From an optimization exercise on the open Yosys and OpenROAD flow, aimed at small area, a short achievable clock period and few clock cycles; shortcuts taken in it are not production practice.
Only simulation tests tie the RTL to the original design; equivalence was not proved.

===== flow/design.v =====
`default_nettype    none
module subterranean_round
(
    input wire [256:0] a,
    input wire [32:0] din,
    output wire [256:0] o,
    output wire [31:0] dout
);
wire [256:0] a_after_chi_iota;
wire [256:0] a_after_theta;
assign a_after_chi_iota[0]     = ~(a[0]   ^   ((~a[1])     & a[2]));
assign a_after_chi_iota[254:1] = a[254:1] ^   ((~a[255:2]) & a[256:3]);
assign a_after_chi_iota[255]   = a[255]   ^   ((~a[256])   & a[0]);
assign a_after_chi_iota[256]   = a[256]   ^   ((~a[0])     & a[1]);
assign a_after_theta[12]  = a_after_chi_iota[12]  ^ a_after_chi_iota[15]  ^ a_after_chi_iota[20]  ^ din[0];
assign a_after_theta[56]  = a_after_chi_iota[56]  ^ a_after_chi_iota[59]  ^ a_after_chi_iota[64]  ^ din[1];
assign a_after_theta[90]  = a_after_chi_iota[90]  ^ a_after_chi_iota[93]  ^ a_after_chi_iota[98]  ^ din[2];
assign a_after_theta[163] = a_after_chi_iota[163] ^ a_after_chi_iota[166] ^ a_after_chi_iota[171] ^ din[3];
assign a_after_theta[161] = a_after_chi_iota[161] ^ a_after_chi_iota[164] ^ a_after_chi_iota[169] ^ din[4];
assign a_after_theta[66]  = a_after_chi_iota[66]  ^ a_after_chi_iota[69]  ^ a_after_chi_iota[74]  ^ din[5];
assign a_after_theta[51]  = a_after_chi_iota[51]  ^ a_after_chi_iota[54]  ^ a_after_chi_iota[59]  ^ din[6];
assign a_after_theta[238] = a_after_chi_iota[238] ^ a_after_chi_iota[241] ^ a_after_chi_iota[246] ^ din[7];
assign a_after_theta[254] = a_after_chi_iota[254] ^ a_after_chi_iota[0]   ^ a_after_chi_iota[5]   ^ din[8];
assign a_after_theta[243] = a_after_chi_iota[243] ^ a_after_chi_iota[246] ^ a_after_chi_iota[251] ^ din[9];
assign a_after_theta[106] = a_after_chi_iota[106] ^ a_after_chi_iota[109] ^ a_after_chi_iota[114] ^ din[10];
assign a_after_theta[152] = a_after_chi_iota[152] ^ a_after_chi_iota[155] ^ a_after_chi_iota[160] ^ din[11];
assign a_after_theta[24]  = a_after_chi_iota[24]  ^ a_after_chi_iota[27]  ^ a_after_chi_iota[32]  ^ din[12];
assign a_after_theta[112] = a_after_chi_iota[112] ^ a_after_chi_iota[115] ^ a_after_chi_iota[120] ^ din[13];
assign a_after_theta[180] = a_after_chi_iota[180] ^ a_after_chi_iota[183] ^ a_after_chi_iota[188] ^ din[14];
assign a_after_theta[69]  = a_after_chi_iota[69]  ^ a_after_chi_iota[72]  ^ a_after_chi_iota[77]  ^ din[15];
assign a_after_theta[65]  = a_after_chi_iota[65]  ^ a_after_chi_iota[68]  ^ a_after_chi_iota[73]  ^ din[16];
assign a_after_theta[132] = a_after_chi_iota[132] ^ a_after_chi_iota[135] ^ a_after_chi_iota[140] ^ din[17];
assign a_after_theta[102] = a_after_chi_iota[102] ^ a_after_chi_iota[105] ^ a_after_chi_iota[110] ^ din[18];
assign a_after_theta[219] = a_after_chi_iota[219] ^ a_after_chi_iota[222] ^ a_after_chi_iota[227] ^ din[19];
assign a_after_theta[251] = a_after_chi_iota[251] ^ a_after_chi_iota[254] ^ a_after_chi_iota[2]   ^ din[20];
assign a_after_theta[229] = a_after_chi_iota[229] ^ a_after_chi_iota[232] ^ a_after_chi_iota[237] ^ din[21];
assign a_after_theta[212] = a_after_chi_iota[212] ^ a_after_chi_iota[215] ^ a_after_chi_iota[220] ^ din[22];
assign a_after_theta[47]  = a_after_chi_iota[47]  ^ a_after_chi_iota[50]  ^ a_after_chi_iota[55]  ^ din[23];
assign a_after_theta[48]  = a_after_chi_iota[48]  ^ a_after_chi_iota[51]  ^ a_after_chi_iota[56]  ^ din[24];
assign a_after_theta[224] = a_after_chi_iota[224] ^ a_after_chi_iota[227] ^ a_after_chi_iota[232] ^ din[25];
assign a_after_theta[103] = a_after_chi_iota[103] ^ a_after_chi_iota[106] ^ a_after_chi_iota[111] ^ din[26];
assign a_after_theta[138] = a_after_chi_iota[138] ^ a_after_chi_iota[141] ^ a_after_chi_iota[146] ^ din[27];
assign a_after_theta[130] = a_after_chi_iota[130] ^ a_after_chi_iota[133] ^ a_after_chi_iota[138] ^ din[28];
assign a_after_theta[7]   = a_after_chi_iota[7]   ^ a_after_chi_iota[10]  ^ a_after_chi_iota[15]  ^ din[29];
assign a_after_theta[204] = a_after_chi_iota[204] ^ a_after_chi_iota[207] ^ a_after_chi_iota[212] ^ din[30];
assign a_after_theta[181] = a_after_chi_iota[181] ^ a_after_chi_iota[184] ^ a_after_chi_iota[189] ^ din[31];
assign a_after_theta[245] = a_after_chi_iota[245] ^ a_after_chi_iota[248] ^ a_after_chi_iota[253] ^ din[32];
assign a_after_theta[0] = a_after_chi_iota[0] ^ a_after_chi_iota[3] ^ a_after_chi_iota[8];
assign a_after_theta[36] = a_after_chi_iota[36] ^ a_after_chi_iota[39] ^ a_after_chi_iota[44];
assign a_after_theta[60] = a_after_chi_iota[60] ^ a_after_chi_iota[63] ^ a_after_chi_iota[68];
assign a_after_theta[72] = a_after_chi_iota[72] ^ a_after_chi_iota[75] ^ a_after_chi_iota[80];
assign a_after_theta[84] = a_after_chi_iota[84] ^ a_after_chi_iota[87] ^ a_after_chi_iota[92];
assign a_after_theta[96] = a_after_chi_iota[96] ^ a_after_chi_iota[99] ^ a_after_chi_iota[104];
assign a_after_theta[108] = a_after_chi_iota[108] ^ a_after_chi_iota[111] ^ a_after_chi_iota[116];
assign a_after_theta[120] = a_after_chi_iota[120] ^ a_after_chi_iota[123] ^ a_after_chi_iota[128];
assign a_after_theta[144] = a_after_chi_iota[144] ^ a_after_chi_iota[147] ^ a_after_chi_iota[152];
assign a_after_theta[156] = a_after_chi_iota[156] ^ a_after_chi_iota[159] ^ a_after_chi_iota[164];
assign a_after_theta[168] = a_after_chi_iota[168] ^ a_after_chi_iota[171] ^ a_after_chi_iota[176];
assign a_after_theta[192] = a_after_chi_iota[192] ^ a_after_chi_iota[195] ^ a_after_chi_iota[200];
assign a_after_theta[216] = a_after_chi_iota[216] ^ a_after_chi_iota[219] ^ a_after_chi_iota[224];
assign a_after_theta[228] = a_after_chi_iota[228] ^ a_after_chi_iota[231] ^ a_after_chi_iota[236];
assign a_after_theta[240] = a_after_chi_iota[240] ^ a_after_chi_iota[243] ^ a_after_chi_iota[248];
assign a_after_theta[252] = a_after_chi_iota[252] ^ a_after_chi_iota[255] ^ a_after_chi_iota[3];
assign a_after_theta[19] = a_after_chi_iota[19] ^ a_after_chi_iota[22] ^ a_after_chi_iota[27];
assign a_after_theta[31] = a_after_chi_iota[31] ^ a_after_chi_iota[34] ^ a_after_chi_iota[39];
assign a_after_theta[43] = a_after_chi_iota[43] ^ a_after_chi_iota[46] ^ a_after_chi_iota[51];
assign a_after_theta[55] = a_after_chi_iota[55] ^ a_after_chi_iota[58] ^ a_after_chi_iota[63];
assign a_after_theta[67] = a_after_chi_iota[67] ^ a_after_chi_iota[70] ^ a_after_chi_iota[75];
assign a_after_theta[79] = a_after_chi_iota[79] ^ a_after_chi_iota[82] ^ a_after_chi_iota[87];
assign a_after_theta[91] = a_after_chi_iota[91] ^ a_after_chi_iota[94] ^ a_after_chi_iota[99];
assign a_after_theta[115] = a_after_chi_iota[115] ^ a_after_chi_iota[118] ^ a_after_chi_iota[123];
assign a_after_theta[127] = a_after_chi_iota[127] ^ a_after_chi_iota[130] ^ a_after_chi_iota[135];
assign a_after_theta[139] = a_after_chi_iota[139] ^ a_after_chi_iota[142] ^ a_after_chi_iota[147];
assign a_after_theta[151] = a_after_chi_iota[151] ^ a_after_chi_iota[154] ^ a_after_chi_iota[159];
assign a_after_theta[175] = a_after_chi_iota[175] ^ a_after_chi_iota[178] ^ a_after_chi_iota[183];
assign a_after_theta[187] = a_after_chi_iota[187] ^ a_after_chi_iota[190] ^ a_after_chi_iota[195];
assign a_after_theta[199] = a_after_chi_iota[199] ^ a_after_chi_iota[202] ^ a_after_chi_iota[207];
assign a_after_theta[211] = a_after_chi_iota[211] ^ a_after_chi_iota[214] ^ a_after_chi_iota[219];
assign a_after_theta[223] = a_after_chi_iota[223] ^ a_after_chi_iota[226] ^ a_after_chi_iota[231];
assign a_after_theta[235] = a_after_chi_iota[235] ^ a_after_chi_iota[238] ^ a_after_chi_iota[243];
assign a_after_theta[247] = a_after_chi_iota[247] ^ a_after_chi_iota[250] ^ a_after_chi_iota[255];
assign a_after_theta[2] = a_after_chi_iota[2] ^ a_after_chi_iota[5] ^ a_after_chi_iota[10];
assign a_after_theta[14] = a_after_chi_iota[14] ^ a_after_chi_iota[17] ^ a_after_chi_iota[22];
assign a_after_theta[26] = a_after_chi_iota[26] ^ a_after_chi_iota[29] ^ a_after_chi_iota[34];
assign a_after_theta[38] = a_after_chi_iota[38] ^ a_after_chi_iota[41] ^ a_after_chi_iota[46];
assign a_after_theta[50] = a_after_chi_iota[50] ^ a_after_chi_iota[53] ^ a_after_chi_iota[58];
assign a_after_theta[62] = a_after_chi_iota[62] ^ a_after_chi_iota[65] ^ a_after_chi_iota[70];
assign a_after_theta[74] = a_after_chi_iota[74] ^ a_after_chi_iota[77] ^ a_after_chi_iota[82];
assign a_after_theta[86] = a_after_chi_iota[86] ^ a_after_chi_iota[89] ^ a_after_chi_iota[94];
assign a_after_theta[98] = a_after_chi_iota[98] ^ a_after_chi_iota[101] ^ a_after_chi_iota[106];
assign a_after_theta[110] = a_after_chi_iota[110] ^ a_after_chi_iota[113] ^ a_after_chi_iota[118];
assign a_after_theta[122] = a_after_chi_iota[122] ^ a_after_chi_iota[125] ^ a_after_chi_iota[130];
assign a_after_theta[134] = a_after_chi_iota[134] ^ a_after_chi_iota[137] ^ a_after_chi_iota[142];
assign a_after_theta[146] = a_after_chi_iota[146] ^ a_after_chi_iota[149] ^ a_after_chi_iota[154];
assign a_after_theta[158] = a_after_chi_iota[158] ^ a_after_chi_iota[161] ^ a_after_chi_iota[166];
assign a_after_theta[170] = a_after_chi_iota[170] ^ a_after_chi_iota[173] ^ a_after_chi_iota[178];
assign a_after_theta[182] = a_after_chi_iota[182] ^ a_after_chi_iota[185] ^ a_after_chi_iota[190];
assign a_after_theta[194] = a_after_chi_iota[194] ^ a_after_chi_iota[197] ^ a_after_chi_iota[202];
assign a_after_theta[206] = a_after_chi_iota[206] ^ a_after_chi_iota[209] ^ a_after_chi_iota[214];
assign a_after_theta[218] = a_after_chi_iota[218] ^ a_after_chi_iota[221] ^ a_after_chi_iota[226];
assign a_after_theta[230] = a_after_chi_iota[230] ^ a_after_chi_iota[233] ^ a_after_chi_iota[238];
assign a_after_theta[242] = a_after_chi_iota[242] ^ a_after_chi_iota[245] ^ a_after_chi_iota[250];
assign a_after_theta[9] = a_after_chi_iota[9] ^ a_after_chi_iota[12] ^ a_after_chi_iota[17];
assign a_after_theta[21] = a_after_chi_iota[21] ^ a_after_chi_iota[24] ^ a_after_chi_iota[29];
assign a_after_theta[33] = a_after_chi_iota[33] ^ a_after_chi_iota[36] ^ a_after_chi_iota[41];
assign a_after_theta[45] = a_after_chi_iota[45] ^ a_after_chi_iota[48] ^ a_after_chi_iota[53];
assign a_after_theta[57] = a_after_chi_iota[57] ^ a_after_chi_iota[60] ^ a_after_chi_iota[65];
assign a_after_theta[81] = a_after_chi_iota[81] ^ a_after_chi_iota[84] ^ a_after_chi_iota[89];
assign a_after_theta[93] = a_after_chi_iota[93] ^ a_after_chi_iota[96] ^ a_after_chi_iota[101];
assign a_after_theta[105] = a_after_chi_iota[105] ^ a_after_chi_iota[108] ^ a_after_chi_iota[113];
assign a_after_theta[117] = a_after_chi_iota[117] ^ a_after_chi_iota[120] ^ a_after_chi_iota[125];
assign a_after_theta[129] = a_after_chi_iota[129] ^ a_after_chi_iota[132] ^ a_after_chi_iota[137];
assign a_after_theta[141] = a_after_chi_iota[141] ^ a_after_chi_iota[144] ^ a_after_chi_iota[149];
assign a_after_theta[153] = a_after_chi_iota[153] ^ a_after_chi_iota[156] ^ a_after_chi_iota[161];
assign a_after_theta[165] = a_after_chi_iota[165] ^ a_after_chi_iota[168] ^ a_after_chi_iota[173];
assign a_after_theta[177] = a_after_chi_iota[177] ^ a_after_chi_iota[180] ^ a_after_chi_iota[185];
assign a_after_theta[189] = a_after_chi_iota[189] ^ a_after_chi_iota[192] ^ a_after_chi_iota[197];
assign a_after_theta[201] = a_after_chi_iota[201] ^ a_after_chi_iota[204] ^ a_after_chi_iota[209];
assign a_after_theta[213] = a_after_chi_iota[213] ^ a_after_chi_iota[216] ^ a_after_chi_iota[221];
assign a_after_theta[225] = a_after_chi_iota[225] ^ a_after_chi_iota[228] ^ a_after_chi_iota[233];
assign a_after_theta[237] = a_after_chi_iota[237] ^ a_after_chi_iota[240] ^ a_after_chi_iota[245];
assign a_after_theta[249] = a_after_chi_iota[249] ^ a_after_chi_iota[252] ^ a_after_chi_iota[0];
assign a_after_theta[4] = a_after_chi_iota[4] ^ a_after_chi_iota[7] ^ a_after_chi_iota[12];
assign a_after_theta[16] = a_after_chi_iota[16] ^ a_after_chi_iota[19] ^ a_after_chi_iota[24];
assign a_after_theta[28] = a_after_chi_iota[28] ^ a_after_chi_iota[31] ^ a_after_chi_iota[36];
assign a_after_theta[40] = a_after_chi_iota[40] ^ a_after_chi_iota[43] ^ a_after_chi_iota[48];
assign a_after_theta[52] = a_after_chi_iota[52] ^ a_after_chi_iota[55] ^ a_after_chi_iota[60];
assign a_after_theta[64] = a_after_chi_iota[64] ^ a_after_chi_iota[67] ^ a_after_chi_iota[72];
assign a_after_theta[76] = a_after_chi_iota[76] ^ a_after_chi_iota[79] ^ a_after_chi_iota[84];
assign a_after_theta[88] = a_after_chi_iota[88] ^ a_after_chi_iota[91] ^ a_after_chi_iota[96];
assign a_after_theta[100] = a_after_chi_iota[100] ^ a_after_chi_iota[103] ^ a_after_chi_iota[108];
assign a_after_theta[124] = a_after_chi_iota[124] ^ a_after_chi_iota[127] ^ a_after_chi_iota[132];
assign a_after_theta[136] = a_after_chi_iota[136] ^ a_after_chi_iota[139] ^ a_after_chi_iota[144];
assign a_after_theta[148] = a_after_chi_iota[148] ^ a_after_chi_iota[151] ^ a_after_chi_iota[156];
assign a_after_theta[160] = a_after_chi_iota[160] ^ a_after_chi_iota[163] ^ a_after_chi_iota[168];
assign a_after_theta[172] = a_after_chi_iota[172] ^ a_after_chi_iota[175] ^ a_after_chi_iota[180];
assign a_after_theta[184] = a_after_chi_iota[184] ^ a_after_chi_iota[187] ^ a_after_chi_iota[192];
assign a_after_theta[196] = a_after_chi_iota[196] ^ a_after_chi_iota[199] ^ a_after_chi_iota[204];
assign a_after_theta[208] = a_after_chi_iota[208] ^ a_after_chi_iota[211] ^ a_after_chi_iota[216];
assign a_after_theta[220] = a_after_chi_iota[220] ^ a_after_chi_iota[223] ^ a_after_chi_iota[228];
assign a_after_theta[232] = a_after_chi_iota[232] ^ a_after_chi_iota[235] ^ a_after_chi_iota[240];
assign a_after_theta[244] = a_after_chi_iota[244] ^ a_after_chi_iota[247] ^ a_after_chi_iota[252];
assign a_after_theta[256] = a_after_chi_iota[256] ^ a_after_chi_iota[2] ^ a_after_chi_iota[7];
assign a_after_theta[11] = a_after_chi_iota[11] ^ a_after_chi_iota[14] ^ a_after_chi_iota[19];
assign a_after_theta[23] = a_after_chi_iota[23] ^ a_after_chi_iota[26] ^ a_after_chi_iota[31];
assign a_after_theta[35] = a_after_chi_iota[35] ^ a_after_chi_iota[38] ^ a_after_chi_iota[43];
assign a_after_theta[59] = a_after_chi_iota[59] ^ a_after_chi_iota[62] ^ a_after_chi_iota[67];
assign a_after_theta[71] = a_after_chi_iota[71] ^ a_after_chi_iota[74] ^ a_after_chi_iota[79];
assign a_after_theta[83] = a_after_chi_iota[83] ^ a_after_chi_iota[86] ^ a_after_chi_iota[91];
assign a_after_theta[95] = a_after_chi_iota[95] ^ a_after_chi_iota[98] ^ a_after_chi_iota[103];
assign a_after_theta[107] = a_after_chi_iota[107] ^ a_after_chi_iota[110] ^ a_after_chi_iota[115];
assign a_after_theta[119] = a_after_chi_iota[119] ^ a_after_chi_iota[122] ^ a_after_chi_iota[127];
assign a_after_theta[131] = a_after_chi_iota[131] ^ a_after_chi_iota[134] ^ a_after_chi_iota[139];
assign a_after_theta[143] = a_after_chi_iota[143] ^ a_after_chi_iota[146] ^ a_after_chi_iota[151];
assign a_after_theta[155] = a_after_chi_iota[155] ^ a_after_chi_iota[158] ^ a_after_chi_iota[163];
assign a_after_theta[167] = a_after_chi_iota[167] ^ a_after_chi_iota[170] ^ a_after_chi_iota[175];
assign a_after_theta[179] = a_after_chi_iota[179] ^ a_after_chi_iota[182] ^ a_after_chi_iota[187];
assign a_after_theta[191] = a_after_chi_iota[191] ^ a_after_chi_iota[194] ^ a_after_chi_iota[199];
assign a_after_theta[203] = a_after_chi_iota[203] ^ a_after_chi_iota[206] ^ a_after_chi_iota[211];
assign a_after_theta[215] = a_after_chi_iota[215] ^ a_after_chi_iota[218] ^ a_after_chi_iota[223];
assign a_after_theta[227] = a_after_chi_iota[227] ^ a_after_chi_iota[230] ^ a_after_chi_iota[235];
assign a_after_theta[239] = a_after_chi_iota[239] ^ a_after_chi_iota[242] ^ a_after_chi_iota[247];
assign a_after_theta[6] = a_after_chi_iota[6] ^ a_after_chi_iota[9] ^ a_after_chi_iota[14];
assign a_after_theta[18] = a_after_chi_iota[18] ^ a_after_chi_iota[21] ^ a_after_chi_iota[26];
assign a_after_theta[30] = a_after_chi_iota[30] ^ a_after_chi_iota[33] ^ a_after_chi_iota[38];
assign a_after_theta[42] = a_after_chi_iota[42] ^ a_after_chi_iota[45] ^ a_after_chi_iota[50];
assign a_after_theta[54] = a_after_chi_iota[54] ^ a_after_chi_iota[57] ^ a_after_chi_iota[62];
assign a_after_theta[78] = a_after_chi_iota[78] ^ a_after_chi_iota[81] ^ a_after_chi_iota[86];
assign a_after_theta[114] = a_after_chi_iota[114] ^ a_after_chi_iota[117] ^ a_after_chi_iota[122];
assign a_after_theta[126] = a_after_chi_iota[126] ^ a_after_chi_iota[129] ^ a_after_chi_iota[134];
assign a_after_theta[150] = a_after_chi_iota[150] ^ a_after_chi_iota[153] ^ a_after_chi_iota[158];
assign a_after_theta[162] = a_after_chi_iota[162] ^ a_after_chi_iota[165] ^ a_after_chi_iota[170];
assign a_after_theta[174] = a_after_chi_iota[174] ^ a_after_chi_iota[177] ^ a_after_chi_iota[182];
assign a_after_theta[186] = a_after_chi_iota[186] ^ a_after_chi_iota[189] ^ a_after_chi_iota[194];
assign a_after_theta[198] = a_after_chi_iota[198] ^ a_after_chi_iota[201] ^ a_after_chi_iota[206];
assign a_after_theta[210] = a_after_chi_iota[210] ^ a_after_chi_iota[213] ^ a_after_chi_iota[218];
assign a_after_theta[222] = a_after_chi_iota[222] ^ a_after_chi_iota[225] ^ a_after_chi_iota[230];
assign a_after_theta[234] = a_after_chi_iota[234] ^ a_after_chi_iota[237] ^ a_after_chi_iota[242];
assign a_after_theta[246] = a_after_chi_iota[246] ^ a_after_chi_iota[249] ^ a_after_chi_iota[254];
assign a_after_theta[1] = a_after_chi_iota[1] ^ a_after_chi_iota[4] ^ a_after_chi_iota[9];
assign a_after_theta[13] = a_after_chi_iota[13] ^ a_after_chi_iota[16] ^ a_after_chi_iota[21];
assign a_after_theta[25] = a_after_chi_iota[25] ^ a_after_chi_iota[28] ^ a_after_chi_iota[33];
assign a_after_theta[37] = a_after_chi_iota[37] ^ a_after_chi_iota[40] ^ a_after_chi_iota[45];
assign a_after_theta[49] = a_after_chi_iota[49] ^ a_after_chi_iota[52] ^ a_after_chi_iota[57];
assign a_after_theta[61] = a_after_chi_iota[61] ^ a_after_chi_iota[64] ^ a_after_chi_iota[69];
assign a_after_theta[73] = a_after_chi_iota[73] ^ a_after_chi_iota[76] ^ a_after_chi_iota[81];
assign a_after_theta[85] = a_after_chi_iota[85] ^ a_after_chi_iota[88] ^ a_after_chi_iota[93];
assign a_after_theta[97] = a_after_chi_iota[97] ^ a_after_chi_iota[100] ^ a_after_chi_iota[105];
assign a_after_theta[109] = a_after_chi_iota[109] ^ a_after_chi_iota[112] ^ a_after_chi_iota[117];
assign a_after_theta[121] = a_after_chi_iota[121] ^ a_after_chi_iota[124] ^ a_after_chi_iota[129];
assign a_after_theta[133] = a_after_chi_iota[133] ^ a_after_chi_iota[136] ^ a_after_chi_iota[141];
assign a_after_theta[145] = a_after_chi_iota[145] ^ a_after_chi_iota[148] ^ a_after_chi_iota[153];
assign a_after_theta[157] = a_after_chi_iota[157] ^ a_after_chi_iota[160] ^ a_after_chi_iota[165];
assign a_after_theta[169] = a_after_chi_iota[169] ^ a_after_chi_iota[172] ^ a_after_chi_iota[177];
assign a_after_theta[193] = a_after_chi_iota[193] ^ a_after_chi_iota[196] ^ a_after_chi_iota[201];
assign a_after_theta[205] = a_after_chi_iota[205] ^ a_after_chi_iota[208] ^ a_after_chi_iota[213];
assign a_after_theta[217] = a_after_chi_iota[217] ^ a_after_chi_iota[220] ^ a_after_chi_iota[225];
assign a_after_theta[241] = a_after_chi_iota[241] ^ a_after_chi_iota[244] ^ a_after_chi_iota[249];
assign a_after_theta[253] = a_after_chi_iota[253] ^ a_after_chi_iota[256] ^ a_after_chi_iota[4];
assign a_after_theta[8] = a_after_chi_iota[8] ^ a_after_chi_iota[11] ^ a_after_chi_iota[16];
assign a_after_theta[20] = a_after_chi_iota[20] ^ a_after_chi_iota[23] ^ a_after_chi_iota[28];
assign a_after_theta[32] = a_after_chi_iota[32] ^ a_after_chi_iota[35] ^ a_after_chi_iota[40];
assign a_after_theta[44] = a_after_chi_iota[44] ^ a_after_chi_iota[47] ^ a_after_chi_iota[52];
assign a_after_theta[68] = a_after_chi_iota[68] ^ a_after_chi_iota[71] ^ a_after_chi_iota[76];
assign a_after_theta[80] = a_after_chi_iota[80] ^ a_after_chi_iota[83] ^ a_after_chi_iota[88];
assign a_after_theta[92] = a_after_chi_iota[92] ^ a_after_chi_iota[95] ^ a_after_chi_iota[100];
assign a_after_theta[104] = a_after_chi_iota[104] ^ a_after_chi_iota[107] ^ a_after_chi_iota[112];
assign a_after_theta[116] = a_after_chi_iota[116] ^ a_after_chi_iota[119] ^ a_after_chi_iota[124];
assign a_after_theta[128] = a_after_chi_iota[128] ^ a_after_chi_iota[131] ^ a_after_chi_iota[136];
assign a_after_theta[140] = a_after_chi_iota[140] ^ a_after_chi_iota[143] ^ a_after_chi_iota[148];
assign a_after_theta[164] = a_after_chi_iota[164] ^ a_after_chi_iota[167] ^ a_after_chi_iota[172];
assign a_after_theta[176] = a_after_chi_iota[176] ^ a_after_chi_iota[179] ^ a_after_chi_iota[184];
assign a_after_theta[188] = a_after_chi_iota[188] ^ a_after_chi_iota[191] ^ a_after_chi_iota[196];
assign a_after_theta[200] = a_after_chi_iota[200] ^ a_after_chi_iota[203] ^ a_after_chi_iota[208];
assign a_after_theta[236] = a_after_chi_iota[236] ^ a_after_chi_iota[239] ^ a_after_chi_iota[244];
assign a_after_theta[248] = a_after_chi_iota[248] ^ a_after_chi_iota[251] ^ a_after_chi_iota[256];
assign a_after_theta[3] = a_after_chi_iota[3] ^ a_after_chi_iota[6] ^ a_after_chi_iota[11];
assign a_after_theta[15] = a_after_chi_iota[15] ^ a_after_chi_iota[18] ^ a_after_chi_iota[23];
assign a_after_theta[27] = a_after_chi_iota[27] ^ a_after_chi_iota[30] ^ a_after_chi_iota[35];
assign a_after_theta[39] = a_after_chi_iota[39] ^ a_after_chi_iota[42] ^ a_after_chi_iota[47];
assign a_after_theta[63] = a_after_chi_iota[63] ^ a_after_chi_iota[66] ^ a_after_chi_iota[71];
assign a_after_theta[75] = a_after_chi_iota[75] ^ a_after_chi_iota[78] ^ a_after_chi_iota[83];
assign a_after_theta[87] = a_after_chi_iota[87] ^ a_after_chi_iota[90] ^ a_after_chi_iota[95];
assign a_after_theta[99] = a_after_chi_iota[99] ^ a_after_chi_iota[102] ^ a_after_chi_iota[107];
assign a_after_theta[111] = a_after_chi_iota[111] ^ a_after_chi_iota[114] ^ a_after_chi_iota[119];
assign a_after_theta[123] = a_after_chi_iota[123] ^ a_after_chi_iota[126] ^ a_after_chi_iota[131];
assign a_after_theta[135] = a_after_chi_iota[135] ^ a_after_chi_iota[138] ^ a_after_chi_iota[143];
assign a_after_theta[147] = a_after_chi_iota[147] ^ a_after_chi_iota[150] ^ a_after_chi_iota[155];
assign a_after_theta[159] = a_after_chi_iota[159] ^ a_after_chi_iota[162] ^ a_after_chi_iota[167];
assign a_after_theta[171] = a_after_chi_iota[171] ^ a_after_chi_iota[174] ^ a_after_chi_iota[179];
assign a_after_theta[183] = a_after_chi_iota[183] ^ a_after_chi_iota[186] ^ a_after_chi_iota[191];
assign a_after_theta[195] = a_after_chi_iota[195] ^ a_after_chi_iota[198] ^ a_after_chi_iota[203];
assign a_after_theta[207] = a_after_chi_iota[207] ^ a_after_chi_iota[210] ^ a_after_chi_iota[215];
assign a_after_theta[231] = a_after_chi_iota[231] ^ a_after_chi_iota[234] ^ a_after_chi_iota[239];
assign a_after_theta[255] = a_after_chi_iota[255] ^ a_after_chi_iota[1] ^ a_after_chi_iota[6];
assign a_after_theta[10] = a_after_chi_iota[10] ^ a_after_chi_iota[13] ^ a_after_chi_iota[18];
assign a_after_theta[22] = a_after_chi_iota[22] ^ a_after_chi_iota[25] ^ a_after_chi_iota[30];
assign a_after_theta[34] = a_after_chi_iota[34] ^ a_after_chi_iota[37] ^ a_after_chi_iota[42];
assign a_after_theta[46] = a_after_chi_iota[46] ^ a_after_chi_iota[49] ^ a_after_chi_iota[54];
assign a_after_theta[58] = a_after_chi_iota[58] ^ a_after_chi_iota[61] ^ a_after_chi_iota[66];
assign a_after_theta[70] = a_after_chi_iota[70] ^ a_after_chi_iota[73] ^ a_after_chi_iota[78];
assign a_after_theta[82] = a_after_chi_iota[82] ^ a_after_chi_iota[85] ^ a_after_chi_iota[90];
assign a_after_theta[94] = a_after_chi_iota[94] ^ a_after_chi_iota[97] ^ a_after_chi_iota[102];
assign a_after_theta[118] = a_after_chi_iota[118] ^ a_after_chi_iota[121] ^ a_after_chi_iota[126];
assign a_after_theta[142] = a_after_chi_iota[142] ^ a_after_chi_iota[145] ^ a_after_chi_iota[150];
assign a_after_theta[154] = a_after_chi_iota[154] ^ a_after_chi_iota[157] ^ a_after_chi_iota[162];
assign a_after_theta[166] = a_after_chi_iota[166] ^ a_after_chi_iota[169] ^ a_after_chi_iota[174];
assign a_after_theta[178] = a_after_chi_iota[178] ^ a_after_chi_iota[181] ^ a_after_chi_iota[186];
assign a_after_theta[190] = a_after_chi_iota[190] ^ a_after_chi_iota[193] ^ a_after_chi_iota[198];
assign a_after_theta[202] = a_after_chi_iota[202] ^ a_after_chi_iota[205] ^ a_after_chi_iota[210];
assign a_after_theta[214] = a_after_chi_iota[214] ^ a_after_chi_iota[217] ^ a_after_chi_iota[222];
assign a_after_theta[226] = a_after_chi_iota[226] ^ a_after_chi_iota[229] ^ a_after_chi_iota[234];
assign a_after_theta[250] = a_after_chi_iota[250] ^ a_after_chi_iota[253] ^ a_after_chi_iota[1];
assign a_after_theta[5] = a_after_chi_iota[5] ^ a_after_chi_iota[8] ^ a_after_chi_iota[13];
assign a_after_theta[17] = a_after_chi_iota[17] ^ a_after_chi_iota[20] ^ a_after_chi_iota[25];
assign a_after_theta[29] = a_after_chi_iota[29] ^ a_after_chi_iota[32] ^ a_after_chi_iota[37];
assign a_after_theta[41] = a_after_chi_iota[41] ^ a_after_chi_iota[44] ^ a_after_chi_iota[49];
assign a_after_theta[53] = a_after_chi_iota[53] ^ a_after_chi_iota[56] ^ a_after_chi_iota[61];
assign a_after_theta[77] = a_after_chi_iota[77] ^ a_after_chi_iota[80] ^ a_after_chi_iota[85];
assign a_after_theta[89] = a_after_chi_iota[89] ^ a_after_chi_iota[92] ^ a_after_chi_iota[97];
assign a_after_theta[101] = a_after_chi_iota[101] ^ a_after_chi_iota[104] ^ a_after_chi_iota[109];
assign a_after_theta[113] = a_after_chi_iota[113] ^ a_after_chi_iota[116] ^ a_after_chi_iota[121];
assign a_after_theta[125] = a_after_chi_iota[125] ^ a_after_chi_iota[128] ^ a_after_chi_iota[133];
assign a_after_theta[137] = a_after_chi_iota[137] ^ a_after_chi_iota[140] ^ a_after_chi_iota[145];
assign a_after_theta[149] = a_after_chi_iota[149] ^ a_after_chi_iota[152] ^ a_after_chi_iota[157];
assign a_after_theta[173] = a_after_chi_iota[173] ^ a_after_chi_iota[176] ^ a_after_chi_iota[181];
assign a_after_theta[185] = a_after_chi_iota[185] ^ a_after_chi_iota[188] ^ a_after_chi_iota[193];
assign a_after_theta[197] = a_after_chi_iota[197] ^ a_after_chi_iota[200] ^ a_after_chi_iota[205];
assign a_after_theta[209] = a_after_chi_iota[209] ^ a_after_chi_iota[212] ^ a_after_chi_iota[217];
assign a_after_theta[221] = a_after_chi_iota[221] ^ a_after_chi_iota[224] ^ a_after_chi_iota[229];
assign a_after_theta[233] = a_after_chi_iota[233] ^ a_after_chi_iota[236] ^ a_after_chi_iota[241];
generate
    genvar gen_j;
    for (gen_j = 0; gen_j < 257; gen_j = gen_j + 1) begin: pi_step
        assign o[gen_j] = a_after_theta[(12*gen_j) % 257];
    end
endgenerate
assign dout[0]  = a[1]   ^ a[256];
assign dout[1]  = a[176] ^ a[81];
assign dout[2]  = a[136] ^ a[121];
assign dout[3]  = a[35]  ^ a[222];
assign dout[4]  = a[249] ^ a[8];
assign dout[5]  = a[134] ^ a[123];
assign dout[6]  = a[197] ^ a[60];
assign dout[7]  = a[234] ^ a[23];
assign dout[8]  = a[64]  ^ a[193];
assign dout[9]  = a[213] ^ a[44];
assign dout[10] = a[223] ^ a[34];
assign dout[11] = a[184] ^ a[73];
assign dout[12] = a[2]   ^ a[255];
assign dout[13] = a[95]  ^ a[162];
assign dout[14] = a[15]  ^ a[242];
assign dout[15] = a[70]  ^ a[187];
assign dout[16] = a[241] ^ a[16];
assign dout[17] = a[11]  ^ a[246];
assign dout[18] = a[137] ^ a[120];
assign dout[19] = a[211] ^ a[46];
assign dout[20] = a[128] ^ a[129];
assign dout[21] = a[169] ^ a[88];
assign dout[22] = a[189] ^ a[68];
assign dout[23] = a[111] ^ a[146];
assign dout[24] = a[4]   ^ a[253];
assign dout[25] = a[190] ^ a[67];
assign dout[26] = a[30]  ^ a[227];
assign dout[27] = a[140] ^ a[117];
assign dout[28] = a[225] ^ a[32];
assign dout[29] = a[22]  ^ a[235];
assign dout[30] = a[17]  ^ a[240];
assign dout[31] = a[165] ^ a[92];
endmodule
`default_nettype    none
module subterranean_lwc
#(parameter ASYNC_RSTN = 0,
parameter G_PWIDTH = 32,
parameter G_SWIDTH = 32,
parameter G_SEGMENT_SIZE_BITS = 16,
parameter G_HASH_SIZE_WORDS = 8,
parameter G_TAG_SIZE_WORDS = 4
)
(
    input wire clk,
    input wire rst,
    input wire [(G_PWIDTH-1):0] pdi_data,
    input wire pdi_valid,
    output wire pdi_ready,
    input wire [(G_SWIDTH-1):0] sdi_data,
    input wire sdi_valid,
    output wire sdi_ready,
    output wire [(G_PWIDTH-1):0] do_data,
    output wire do_valid,
    input wire do_ready,
    output wire do_last
);
localparam P_IDLE = 4'd0,  P_NHDR = 4'd1,  P_NDAT = 4'd2,  P_AHDR = 4'd3,
           P_ADAT = 4'd4,  P_PHDR = 4'd5,  P_PDAT = 4'd6,  P_TAG  = 4'd7,
           P_THDR = 4'd8,  P_TDAT = 4'd9,  P_SQ   = 4'd10, P_STAT = 4'd11,
           P_HHDR = 4'd12, P_HDAT = 4'd13, P_INST = 4'd14;
function [31:0] bswap(input [31:0] x);
    bswap = {x[7:0], x[15:8], x[23:16], x[31:24]};
endfunction
reg [14:0] ph;          
reg [256:0] st;
reg [4:0] nr;           
reg nz;                 
reg [3:0] cnt;          
reg [15:0] len;         
reg lastw;              
reg [2:0] wsize;        
reg eot;
reg dec;
reg fail;
reg [1:0] bidx;         
reg hlast;              
reg [3:0] bsel;         
reg [3:0] mb;           
reg [3:0] mp;           
reg ms;                 
reg dsel;               
reg kw;                 
reg [4:0] padv;         
reg [1:0] sph;          
reg [1:0] kcnt;
reg kact;               
reg hfirst;             
reg spend;              
reg pv, pc;             
reg [32:0] o0, o1;
reg v0, v1;
reg prdy, srdy;         
reg m_key;              
reg m_word;             
reg m_hash;             
reg m_sq;               
reg m_t;                
reg dfull;              
localparam NSW = 89;
wire stake = sdi_valid & srdy;
wire [4:0] nr_dec = nz ? 5'd0 : (nr - 5'd1);
wire wr_ok = ~v1;
wire pop = v0 & do_ready;
wire [31:0] z;
wire [31:0] y;
wire hdr_le4 = (pdi_data[15:3] == 13'd0) && ((pdi_data[2] == 1'b0) || (pdi_data[1:0] == 2'b00));
wire [2:0] hdr_ws = hdr_le4 ? pdi_data[2:0] : 3'd4;
wire len_le8 = (len[15:4] == 12'd0) && ((len[3] == 1'b0) || (len[2:0] == 3'b000));
wire [2:0] len_ws = len_le8 ? (len[2:0] ^ 3'b100) : 3'd4;
function [NSW-1:0] nsf(input pvin);
    reg tk, qp;
    reg [14:0] ph_n;
    reg [4:0] nr_n;
    reg [3:0] cnt_n;
    reg [15:0] len_n;
    reg lastw_n;
    reg [2:0] wsize_n;
    reg eot_n, dec_n, fail_n, kact_n, hfirst_n, nz_n, hlast_n, spend_n;
    reg [1:0] bidx_n, sph_n, kcnt_n;
    reg [3:0] bsel_n;
    reg v0_n, v1_n, wr_ok_n;
    reg prdy_n, m_word_n, m_hash_n, m_sq_n, srdy_n, pv_n, pc_n, m_key_n, m_t_n, dfull_n, dsel_n, kw_n;
    reg [2:0] dsize_n;
    reg [3:0] mb_n, mp_n;
    reg [4:0] padv_n;
    begin
    tk = pvin & prdy;
    qp = (pvin & pv) | pc;
    ph_n = ph;
    nr_n = nr_dec;
    nz_n = (nr[4:1] == 4'd0);
    hlast_n = hlast;
    cnt_n = cnt;
    len_n = len;
    lastw_n = lastw;
    wsize_n = wsize;
    eot_n = eot;
    dec_n = dec;
    fail_n = fail;
    kact_n = kact;
    hfirst_n = hfirst;
    spend_n = spend;
    bidx_n = bidx;
    bsel_n = bsel;
    sph_n = sph;
    kcnt_n = kcnt;
    if (stake) begin
        case (sph)
            2'd0 : sph_n = 2'd1;
            2'd1 : begin sph_n = 2'd2; kcnt_n = 2'd0; end
            default : begin
                kcnt_n = kcnt + 2'd1;
                if (kcnt == 2'd3) begin
                    sph_n = 2'd0;
                    kact_n = 1'b0;
                    nr_n = 5'd1;
                    nz_n = 1'b0;
                end
            end
        endcase
    end
        if (ph[P_IDLE] & tk) begin
            hfirst_n = 1'b1;
            case (pdi_data[31:28])
                4'h7 : begin
                    kact_n = 1'b1;
                    begin ph_n[P_IDLE] = 1'b0; ph_n[P_INST] = 1'b1; end
                end
                4'h8 : begin ph_n[P_IDLE] = 1'b0; ph_n[P_HHDR] = 1'b1; end
                default : ;
            endcase
        end
        if (ph[P_INST] & tk) begin
            dec_n = pdi_data[28];
            begin ph_n[P_INST] = 1'b0; ph_n[P_NHDR] = 1'b1; end
        end
        if (ph[P_NHDR] & tk) begin
            cnt_n = 4'd4;
            begin ph_n[P_NHDR] = 1'b0; ph_n[P_NDAT] = 1'b1; end
        end
        if (ph[P_NDAT] & tk) begin
            cnt_n = cnt - 4'd1;
            if (cnt == 4'd1) begin
                nr_n = 5'd9;
                nz_n = 1'b0;
                begin ph_n[P_NDAT] = 1'b0; ph_n[P_AHDR] = 1'b1; end
            end
        end
        if (ph[P_AHDR] & tk) begin
            len_n = pdi_data[15:0];
            lastw_n = hdr_le4;
            wsize_n = hdr_ws;
            eot_n = pdi_data[25];
            if (pdi_data[15:0] == 16'd0) begin
                nr_n = nz ? 5'd1 : nr;
                nz_n = 1'b0;
                begin ph_n[P_AHDR] = 1'b0; ph_n[P_PHDR] = 1'b1; end
            end else
                begin ph_n[P_AHDR] = 1'b0; ph_n[P_ADAT] = 1'b1; end
        end
        if (ph[P_ADAT] & tk) begin
            len_n = len - 16'd4;
                lastw_n = len_le8;
                wsize_n = len_ws;
            if (lastw) begin
                if (eot) begin
                    if (wsize == 3'd4) begin nr_n = 5'd1; nz_n = 1'b0; end
                    begin ph_n[P_ADAT] = 1'b0; ph_n[P_PHDR] = 1'b1; end
                end else
                    begin ph_n[P_ADAT] = 1'b0; ph_n[P_AHDR] = 1'b1; end
            end
        end
        if (ph[P_PHDR] & tk) begin
            len_n = pdi_data[15:0];
            lastw_n = hdr_le4;
            wsize_n = hdr_ws;
            eot_n = pdi_data[25];
            if (pdi_data[15:0] == 16'd0) begin
                nr_n = nz ? 5'd9 : (nr + 5'd8);
                nz_n = 1'b0;
                ph_n[P_PHDR] = 1'b0;
                if (dec) ph_n[P_THDR] = 1'b1; else ph_n[P_TAG] = 1'b1;
            end else
                begin ph_n[P_PHDR] = 1'b0; ph_n[P_PDAT] = 1'b1; end
        end
        if (ph[P_PDAT] & tk) begin
            len_n = len - 16'd4;
                lastw_n = len_le8;
                wsize_n = len_ws;
            if (lastw) begin
                if (eot) begin
                    nr_n = (wsize == 3'd4) ? 5'd9 : 5'd8;
                    nz_n = 1'b0;
                    ph_n[P_PDAT] = 1'b0;
                    if (dec) ph_n[P_THDR] = 1'b1; else ph_n[P_TAG] = 1'b1;
                end else
                    begin ph_n[P_PDAT] = 1'b0; ph_n[P_PHDR] = 1'b1; end
            end
        end
        if (ph[P_TAG] & wr_ok) begin
            cnt_n = 4'd4;
            begin ph_n[P_TAG] = 1'b0; ph_n[P_SQ] = 1'b1; end
        end
        if (ph[P_THDR] & tk) begin
            cnt_n = 4'd4;
            begin ph_n[P_THDR] = 1'b0; ph_n[P_TDAT] = 1'b1; end
        end
        if (ph[P_TDAT] & tk) begin
            if ((bswap(pdi_data) != z) && (cnt != 4'd1)) fail_n = 1'b1;
            cnt_n = cnt - 4'd1;
            if (cnt == 4'd1) begin ph_n[P_TDAT] = 1'b0; ph_n[P_IDLE] = 1'b1; spend_n = 1'b1; end
        end
        if (ph[P_SQ] & m_sq) begin
            cnt_n = cnt - 4'd1;
            if (cnt == 4'd1) begin ph_n[P_SQ] = 1'b0; ph_n[P_IDLE] = 1'b1; spend_n = 1'b1; end
        end
        if (spend & wr_ok) begin
            spend_n = 1'b0;
            fail_n = 1'b0;
        end
        if (ph[P_HHDR] & tk) begin
            hfirst_n = 1'b0;
            if (hfirst) begin
            end
            len_n = pdi_data[15:0];
            lastw_n = hdr_le4;
            wsize_n = hdr_ws;
            eot_n = pdi_data[25];
            bidx_n = 2'd0;
            bsel_n = 4'b0001;
            hlast_n = (pdi_data[15:0] == 16'd1);
            if (pdi_data[15:0] == 16'd0) begin
                nr_n = nz ? 5'd10 : (nr + 5'd9);
                nz_n = 1'b0;
                cnt_n = 4'd8;
                begin ph_n[P_HHDR] = 1'b0; ph_n[P_SQ] = 1'b1; end
            end else
                begin ph_n[P_HHDR] = 1'b0; ph_n[P_HDAT] = 1'b1; end
        end
        if (ph[P_HDAT] & pvin & m_hash) begin
            nr_n = 5'd1;
            nz_n = 1'b0;
            bidx_n = bidx + 2'd1;
            bsel_n = {bsel[2:0], bsel[3]};
            hlast_n = ((bidx + 3'd2) == wsize);
            if (tk) begin
                bidx_n = 2'd0;
                bsel_n = 4'b0001;
                hlast_n = (len == 16'd5);
                len_n = len - 16'd4;
                lastw_n = len_le8;
                wsize_n = len_ws;
                if (lastw) begin
                    if (eot) begin
                        nr_n = 5'd11;
                        nz_n = 1'b0;
                        cnt_n = 4'd8;
                        begin ph_n[P_HDAT] = 1'b0; ph_n[P_SQ] = 1'b1; end
                    end else
                        begin ph_n[P_HDAT] = 1'b0; ph_n[P_HHDR] = 1'b1; end
                end
            end
        end
    v0_n = v0;
    v1_n = v1;
    if (v1) begin
        if (pop) v1_n = 1'b0;
    end else if (qp) begin
        if (v0 & ~pop) v1_n = 1'b1;
        else v0_n = 1'b1;
    end else if (pop) begin
        v0_n = 1'b0;
    end
wr_ok_n = ~v1_n;
    prdy_n = 1'b0;
    m_word_n = 1'b0;
    m_hash_n = 1'b0;
    m_sq_n = 1'b0;
    prdy_n = ph_n[P_IDLE] | ph_n[P_INST] | ph_n[P_NHDR] | ph_n[P_AHDR] | ph_n[P_THDR]
           | ((ph_n[P_HHDR] | ph_n[P_PHDR]) & wr_ok_n & ~spend_n)
           | (ph_n[P_NDAT] & ~kact_n & nz_n)
           | ((ph_n[P_ADAT] | ph_n[P_TDAT]) & nz_n)
           | (ph_n[P_PDAT] & nz_n & wr_ok_n)
           | (ph_n[P_HDAT] & nz_n & hlast_n);
    m_word_n = ((ph_n[P_NDAT] & ~kact_n) | ph_n[P_ADAT] | (ph_n[P_PDAT] & wr_ok_n)) & nz_n;
    m_hash_n = ph_n[P_HDAT] & nz_n;
    m_sq_n = ph_n[P_SQ] & nz_n & wr_ok_n;
srdy_n = (sph_n != 2'd2) | (kact_n & nz_n);
pv_n = prdy_n & (ph_n[P_PHDR] | ph_n[P_PDAT] | (ph_n[P_HHDR] & hfirst_n));
pc_n = m_sq_n | ((ph_n[P_TAG] | spend_n) & wr_ok_n);
m_key_n = (sph_n == 2'd2) & kact_n & nz_n;
m_t_n = ph_n[P_TDAT] & nz_n;
dfull_n = m_key_n | ph_n[P_NDAT] | ph_n[P_TDAT];
dsize_n = dfull_n ? 3'd4 : wsize_n;
mb_n = {dsize_n == 3'd4, dsize_n >= 3'd3, dsize_n >= 3'd2, dsize_n >= 3'd1};
mp_n = m_key_n ? 4'b0000 : mb_n;
    if (m_key_n | m_word_n) begin
        case (dsize_n)
            3'd0 : padv_n = 5'b00001;
            3'd1 : padv_n = 5'b00010;
            3'd2 : padv_n = 5'b00100;
            3'd3 : padv_n = 5'b01000;
            default : padv_n = 5'b10000;
        endcase
    end else if (m_hash_n)
        padv_n = 5'b00010;
    else
        padv_n = 5'b00001;
    dsel_n = dec_n & ph_n[P_PDAT];
    kw_n = m_key_n | m_word_n;
    nsf = {ph_n, nr_n, nz_n, cnt_n, len_n, lastw_n, wsize_n, eot_n, dec_n, fail_n, kact_n, hfirst_n, spend_n, hlast_n, bidx_n, bsel_n, sph_n, kcnt_n, v0_n, v1_n, prdy_n, srdy_n, m_key_n, m_word_n, m_hash_n, m_sq_n, pv_n, pc_n, m_t_n, dfull_n, mb_n, mp_n, dsel_n, kw_n, padv_n};
    end
endfunction
wire [NSW-1:0] ns1 = nsf(1'b1);
wire [NSW-1:0] ns0 = nsf(1'b0);
wire [NSW-1:0] ns = pdi_valid ? ns1 : ns0;
wire [14:0] ph_n;
wire [4:0] nr_n;
wire [3:0] cnt_n;
wire [15:0] len_n;
wire lastw_n;
wire [2:0] wsize_n;
wire eot_n, dec_n, fail_n, kact_n, hfirst_n, nz_n, hlast_n, spend_n;
wire [1:0] bidx_n, sph_n, kcnt_n;
wire [3:0] bsel_n;
wire v0_n, v1_n;
wire prdy_n, m_word_n, m_hash_n, m_sq_n, srdy_n, pv_n, pc_n, m_key_n, m_t_n, dfull_n, dsel_n, kw_n;
wire [3:0] mb_n, mp_n;
wire [4:0] padv_n;
assign {ph_n, nr_n, nz_n, cnt_n, len_n, lastw_n, wsize_n, eot_n, dec_n, fail_n, kact_n, hfirst_n, spend_n, hlast_n, bidx_n, bsel_n, sph_n, kcnt_n, v0_n, v1_n, prdy_n, srdy_n, m_key_n, m_word_n, m_hash_n, m_sq_n, pv_n, pc_n, m_t_n, dfull_n, mb_n, mp_n, dsel_n, kw_n, padv_n} = ns;
wire ptake = pdi_valid & prdy;
wire qpush = (pdi_valid & pv) | pc;
reg [32:0] pw;
always @(*) begin
    pw = 33'd0;
    if (spend)
        pw = {1'b1, fail ? 4'hF : 4'hE, 28'd0};
    else if (ph[P_PHDR])
        pw = {1'b0, dec ? 4'h4 : 4'h5, 2'b00, pdi_data[25], dec & pdi_data[25], 8'h00, pdi_data[15:0]};
    else if (ph[P_PDAT])
        pw = {lastw & eot, bswap(y)};
    else if (ph[P_TAG])
        pw = {1'b0, 32'h83000010};
    else if (ph[P_SQ])
        pw = {cnt == 4'd1, bswap(z)};
    else if (ph[P_HHDR])
        pw = {1'b0, 4'h9, 4'h3, 8'h00, 16'd32};
end
always @(posedge clk) begin
    if (rst) begin
        ph <= 15'd1 << P_IDLE;
        nr <= 5'd0;
        nz <= 1'b1;
        sph <= 2'd0;
        kact <= 1'b0;
        spend <= 1'b0;
        fail <= 1'b0;
        v0 <= 1'b0;
        v1 <= 1'b0;
        prdy <= 1'b0;
        srdy <= 1'b0;
        m_key <= 1'b0;
        m_word <= 1'b0;
        m_hash <= 1'b0;
        m_sq <= 1'b0;
        pv <= 1'b0;
        pc <= 1'b0;
        m_t <= 1'b0;
        dfull <= 1'b0;
    end else begin
        ph <= ph_n;
        nr <= nr_n;
        nz <= nz_n;
        sph <= sph_n;
        kact <= kact_n;
        spend <= spend_n;
        fail <= fail_n;
        v0 <= v0_n;
        v1 <= v1_n;
        prdy <= prdy_n;
        srdy <= srdy_n;
        m_key <= m_key_n;
        m_word <= m_word_n;
        m_hash <= m_hash_n;
        m_sq <= m_sq_n;
        pv <= pv_n;
        pc <= pc_n;
        m_t <= m_t_n;
        dfull <= dfull_n;
    end
end
always @(posedge clk) begin
    cnt <= cnt_n;
    len <= len_n;
    lastw <= lastw_n;
    wsize <= wsize_n;
    eot <= eot_n;
    dec <= dec_n;
    bidx <= bidx_n;
    bsel <= bsel_n;
    mb <= mb_n;
    mp <= mp_n;
    ms <= m_key_n;
    dsel <= dsel_n;
    kw <= kw_n;
    padv <= padv_n;
    hlast <= hlast_n;
    kcnt <= kcnt_n;
    hfirst <= hfirst_n;
end
always @(posedge clk) begin
    if (v1) begin
        if (pop) o0 <= o1;
    end else if (qpush) begin
        if (v0 & ~pop) o1 <= pw;
        else o0 <= pw;
    end
end
wire [256:0] st_next;
reg [32:0] din;
wire [31:0] mask = {{8{mb[3]}}, {8{mb[2]}}, {8{mb[1]}}, {8{mb[0]}}};
wire [31:0] x = (bswap(pdi_data) & {{8{mp[3]}}, {8{mp[2]}}, {8{mp[1]}}, {8{mp[0]}}})
              | (bswap(sdi_data) & {32{ms}});
assign y = (z ^ x) & mask;
wire [7:0] hbyte = (pdi_data[31:24] & {8{bsel[0]}}) | (pdi_data[23:16] & {8{bsel[1]}})
                 | (pdi_data[15:8] & {8{bsel[2]}}) | (pdi_data[7:0] & {8{bsel[3]}});
always @(*) begin
    din[31:0] = ((dsel ? y : x) & {32{kw}}) | {24'd0, hbyte & {8{m_hash}}};
    din[32] = padv[4];
    din[0] = din[0] | padv[0];
    din[8] = din[8] | padv[1];
    din[16] = din[16] | padv[2];
    din[24] = din[24] | padv[3];
end
subterranean_round round (
    .a(st),
    .din(din),
    .o(st_next),
    .dout(z)
);
wire do_round = ~nz | (sdi_valid & m_key) | (pdi_valid & (m_word | m_hash | m_t)) | m_sq;
wire init = ptake & ph[P_IDLE];
always @(posedge clk) begin
    if (init)
        st <= 257'd0;
    else if (do_round)
        st <= st_next;
end
assign pdi_ready = prdy;
assign sdi_ready = srdy;
assign do_data = o0[31:0];
assign do_last = o0[32];
assign do_valid = v0;
endmodule

===== flow/flow/run.sh =====
#!/bin/bash
# The standard layout, except that the port buffers are plain buffers
# (buffer_ports otherwise picks a delay cell, clkdlybuf4s50_1, for them).
set -euo pipefail
export BUFFER_PORTS_ARGS="-buffer_cell sky130_fd_sc_hd__buf_4"
bash standard.sh finish > make_finish.log 2>&1

===== flow/standard.sh =====
#!/bin/bash
# synth_recipe.tcl (not shown) runs the flow's synth.tcl, then flattens the netlist and writes it again
# the make line also repeats each setting of config.mk as NAME=value (left out here)
make -C /OpenROAD-flow-scripts/flow DESIGN_CONFIG=/design/flow/config.mk WORK_HOME=/design/flow/orfs CLKGATE_MAP_FILE= SYNTH_SCRIPT=/design/flow/synth_recipe.tcl "${@:-finish}"

===== flow/config.mk =====
export PLATFORM = sky130hd
export DESIGN_NAME = subterranean_lwc
export DESIGN_NICKNAME = subterranean_lwc
export VERILOG_FILES = /design/flow/design.v
export SDC_FILE = /design/flow/constraint.sdc
export NUM_CORES = 4
export LEC_CHECK = 0
export ABC_CLOCK_PERIOD_IN_PS = 2000
export CAP_MARGIN = 20
export CORE_MARGIN = 2
export CORE_UTILIZATION = 40
export CTS_CLUSTER_DIAMETER = 100
export CTS_CLUSTER_SIZE = 24
export SETUP_SLACK_MARGIN = 2.8
export SLEW_MARGIN = 20
export TNS_END_PERCENT = 5

===== flow/constraint.sdc =====
create_clock -name core_clock -period 5.0 [get_ports {clk}]
set_input_delay 1.0000 -clock core_clock [delete_from_list [all_inputs] [get_ports {clk}]]
set_output_delay 1.0000 -clock core_clock [all_outputs]
set_load 0.01 [all_outputs]

==> flow_metrics.env <==
export IMPL_cp_num_buf_inv=1
export IMPL_r2r_slack_ns=2.44
export IMPL_synth_area_sq_um=28100
export IMPL_final_util_pct=45.5
export IMPL_max_cap_violations=0
export IMPL_postRouteAntennaNets=0
export IMPL_drc=0
export IMPL_stdcell_area_sq_um=31700
export IMPL_endpoint_kind="register"
export IMPL_setup_viol=0
export IMPL_tightest_slew_ns=1.05
export IMPL_clk_pin_slew_worst_paths_ns=0.10
export IMPL_synth_cell_types=83
export IMPL_worstSetupPathType="reg2reg"
export IMPL_cts_made_buffers=23
export IMPL_dr_total_vias=24100
export IMPL_drive_gt1_share_pct=11.3
export IMPL_slew_headroom_pct=29.4
export IMPL_gr_total_overflow=0
export IMPL_dieArea_sq_um=72500
export IMPL_via_per_inst=5.72
export IMPL_slew_viol_final=0
export IMPL_worstPathMaxFanout=28
export IMPL_post_route_period_util_pct=51.2
export IMPL_syn_nets=3308
export IMPL_antenna_cells=0
export IMPL_fin_crit_ns=2.56
export IMPL_grt_pass1_vias=21800
export IMPL_fin_worst_skew_ns=0.0253
export IMPL_worstPathArrival_ns=3.02
export IMPL_core_rowCount=97
export IMPL_cts_max_path_buffers=3
export IMPL_yosys_warnings=1
export IMPL_grtUsageTotal_pct=26.2
export IMPL_path_cells="buf_4 -> nand2_1 -> o21ai_0 -> a211oi_1 -> nor3_1 -> mux2_2"
export IMPL_wl_um=100000
export IMPL_layout_common_cells="846 x xnor2_1, 357 x nor2_1, 281 x dfxtp_1"
export IMPL_io_pin_count=105
export IMPL_wl_per_cell_um=23.8
export IMPL_dpl_cell_area_sq_um=29600
export IMPL_finalSetupTns_ns=0
export IMPL_tritoncts="built"
export IMPL_grt_start_max_net_pins=133
export IMPL_finalHoldViolCount=0
export IMPL_fp_dieH_um=269
export IMPL_hp_class="reg2reg"
export IMPL_dpl_hpwl_um=74700
export IMPL_slowest_delay_ns=0.52
export IMPL_fp_dieW_um=269
export IMPL_synthArstFlopShare_pct=0
export IMPL_rsz0062_at_grt="yes"
export IMPL_ys_seq_area_share_pct=32.9
export IMPL_synthCells=3230
export IMPL_htree_num_levels=1
export IMPL_ys_ff_latch=411
export IMPL_critPathSlowestCell="dfxtp_2"
export IMPL_coreArea_sq_um=69800
export IMPL_drt_iter0_drc=2858
export IMPL_worstPathRequired_ns=5.46
export IMPL_avgSynthCellArea_sq_um=8.71
export IMPL_start_kind="register"
export IMPL_holdBufCountCts=0
export IMPL_grt_first_pass_wirelength_um=146000
export IMPL_status="finished clean"
export IMPL_final_net_count=3333
export IMPL_syn2layout_area_growth_pct=12.9
export IMPL_antenna_found_initial=0
export IMPL_mostFrequentLayoutCell="xnor2_1"
export IMPL_gp_congestion=0.984
export IMPL_dr_pass1_iters=5
export IMPL_synth_edf_count=102
export IMPL_portBuffers=104
export IMPL_cts_sinks=411
export IMPL_fmax_mhz=391
export IMPL_worstSkewPairLatency_ns=0.60
export IMPL_synth_top_flop_cell="dfxtp_1"
export IMPL_fillers=6826
export IMPL_crit_family="simple AND/OR/NAND/NOR gates"
export IMPL_cts_root_buf="clkbuf_16"
export IMPL_initial_core_util_pct=40.3
-- worst register-to-register path: stages (launching register included) --
cell	delay [ns]
dfxtp_2	0.52
buf_4	0.40
nand2_1	0.35
o21ai_0	0.30
a211oi_1	0.10
nor3_1	0.48
mux2_2	0.27
-- final cells by class --
cell class / instances / area, sq um / share of cell area, %
inverter: 29 / 109 / 0.343
clock inverter: 7 / 83.8 / 0.264
multi-input combinational: 2602 / 18700 / 58.9
clock buffer: 31 / 606 / 1.91
timing repair buffer: 188 / 1790 / 5.63
tap: 940 / 1180 / 3.71
sequential: 411 / 9300 / 29.3
-- worst paths after layout --
check | depth (start not counted) | start | end
max reg2reg | 6 | ph[6]$_SDFFE_PP0P_ | o0[7]$_DFFE_PP_
min reg2reg | 1 | nz$_SDFF_PP1_ | nr[2]$_SDFF_PP0_
min | 1 | nz$_SDFF_PP1_ | nr[2]$_SDFF_PP0_
max | 6 | ph[6]$_SDFFE_PP0P_ | o0[7]$_DFFE_PP_
-- logic make-up (layout without fill, tap and decap cells) --
logic type / count (synthesis) / in the layout / share of synthesized area, %
AO/OA/AOI/OAI: 683 / 683 / 17.0
XOR/XNOR: 895 / 895 / 27.9
adder cells (fa/ha/maj): 9 / 9 / 0.400
buffers and inverters: 217 / 255 / 3.02
flip-flops: 411 / 411 / 32.9
multiplexers: 33 / 33 / 1.25
AND/OR/NAND/NOR: 982 / 982 / 17.6
-- state kept, by name, summed over array words and instances (netlist names), 2 cells and up, named ones only --
name	flops
wsize	3
len	14
o0	33
mp	4
nr	5
sph	2
st	257
mb	4
bidx	2
bsel	4
ph	14
padv	5
cnt	4
kcnt	2
o1	33
-- routing by layer --
| layer | global-route usage (%) | part of all wire [%] | vias up |
|---|---|---|---|
| li1 | - | - | 11200 |
| met1 | 38.1 | 45 | 11600 |
| met2 | 39.6 | 43 | 1111 |
| met3 | 4.10 | 8.7 | 153 |
| met4 | 8.41 | 3.6 | 0 |
| met5 | 0 | 0 | - |
-- metrics by stage --
step	hold WS (ns)	instances	setup WS, ns
floorplan	0.458	3230	1.98
global placement	0.485	4107	1.67
detailed placement	0.489	4107	1.65
CTS	0.516	4186	2.55
global route	0.522	4208	2.46
finish	0.507	4208	2.44
-- cell usage after synthesis (all sizes together) (4+ instances only) --
cell / n / share of area [%]
ha: 9 / 0.40
or2: 4 / 0.089
dfxtp: 309 / 22
and2: 18 / 0.40
o221ai: 4 / 0.15
a22o: 20 / 0.62
clkbuf: 163 / 2.2
buf: 25 / 0.46
nand4: 17 / 0.45
o21a: 12 / 0.32
or3: 11 / 0.24
xnor2: 856 / 27
o2bb2ai: 4 / 0.12
a32oi: 4 / 0.12
a2111oi: 4 / 0.12
a211o: 5 / 0.16
nand4b: 4 / 0.15
o221a: 4 / 0.16
nor2: 358 / 4.8
xor2: 39 / 1.2
edfxtp: 102 / 11
nor4: 13 / 0.50
inv: 27 / 0.36
nand2b: 10 / 0.22
a21oi: 92 / 1.6
a31oi: 26 / 0.58
mux2: 18 / 0.72
mux2i: 15 / 0.53
a211oi: 267 / 7.1
nor3: 65 / 1.2
a21o: 5 / 0.13
nand3: 32 / 0.57
and4: 4 / 0.12
o31ai: 25 / 0.69
o22ai: 32 / 0.71
a32o: 4 / 0.14
o21ai: 76 / 1.4
o211ai: 6 / 0.16
nor2b: 267 / 5.9
nor3b: 8 / 0.21
and3: 12 / 0.28
nand2: 145 / 1.9
a22oi: 64 / 1.7
-- timing repair --
item,CTS,global route
resized for setup,83,95
cloned,2,6
buffers inserted,39,16
pin swaps,24,22
endpoints found under the setup margin,376,362
Testbench counts, summed over its fixed seeds: cycles 13,309.

afterwards: timing with drivers on the ports:
The flow's constraints put no driver on any port. The routed layout listed below was extracted and timed again, unchanged, in two steps.
Step 1: set_driving_cell puts a clkbuf_16 on clk and a buf_2 on each other input, an assumption about the parent block.
Step 2 adds t to the input delays and takes it off the output delays; t is the mean of the earliest and latest rising clock arrival at the registers after step 1. Input paths then give back, and output paths get back, about the clock's delay inside the block.
Slacks: ideal ports / drivers / drivers and shift; pairs: ideal ports / drivers.
shift t [ns]: 0.645
setup WS [ns]: 2.440 / 2.440 / 1.925
worst hold slack (ns): 0.507 / 0.507 / 0.507
worst setup path after step 2: input to register
After both steps this run still meets setup and hold. The setup slack of this run moves by 0.000 ns with the drivers and by -0.515 ns with both steps.
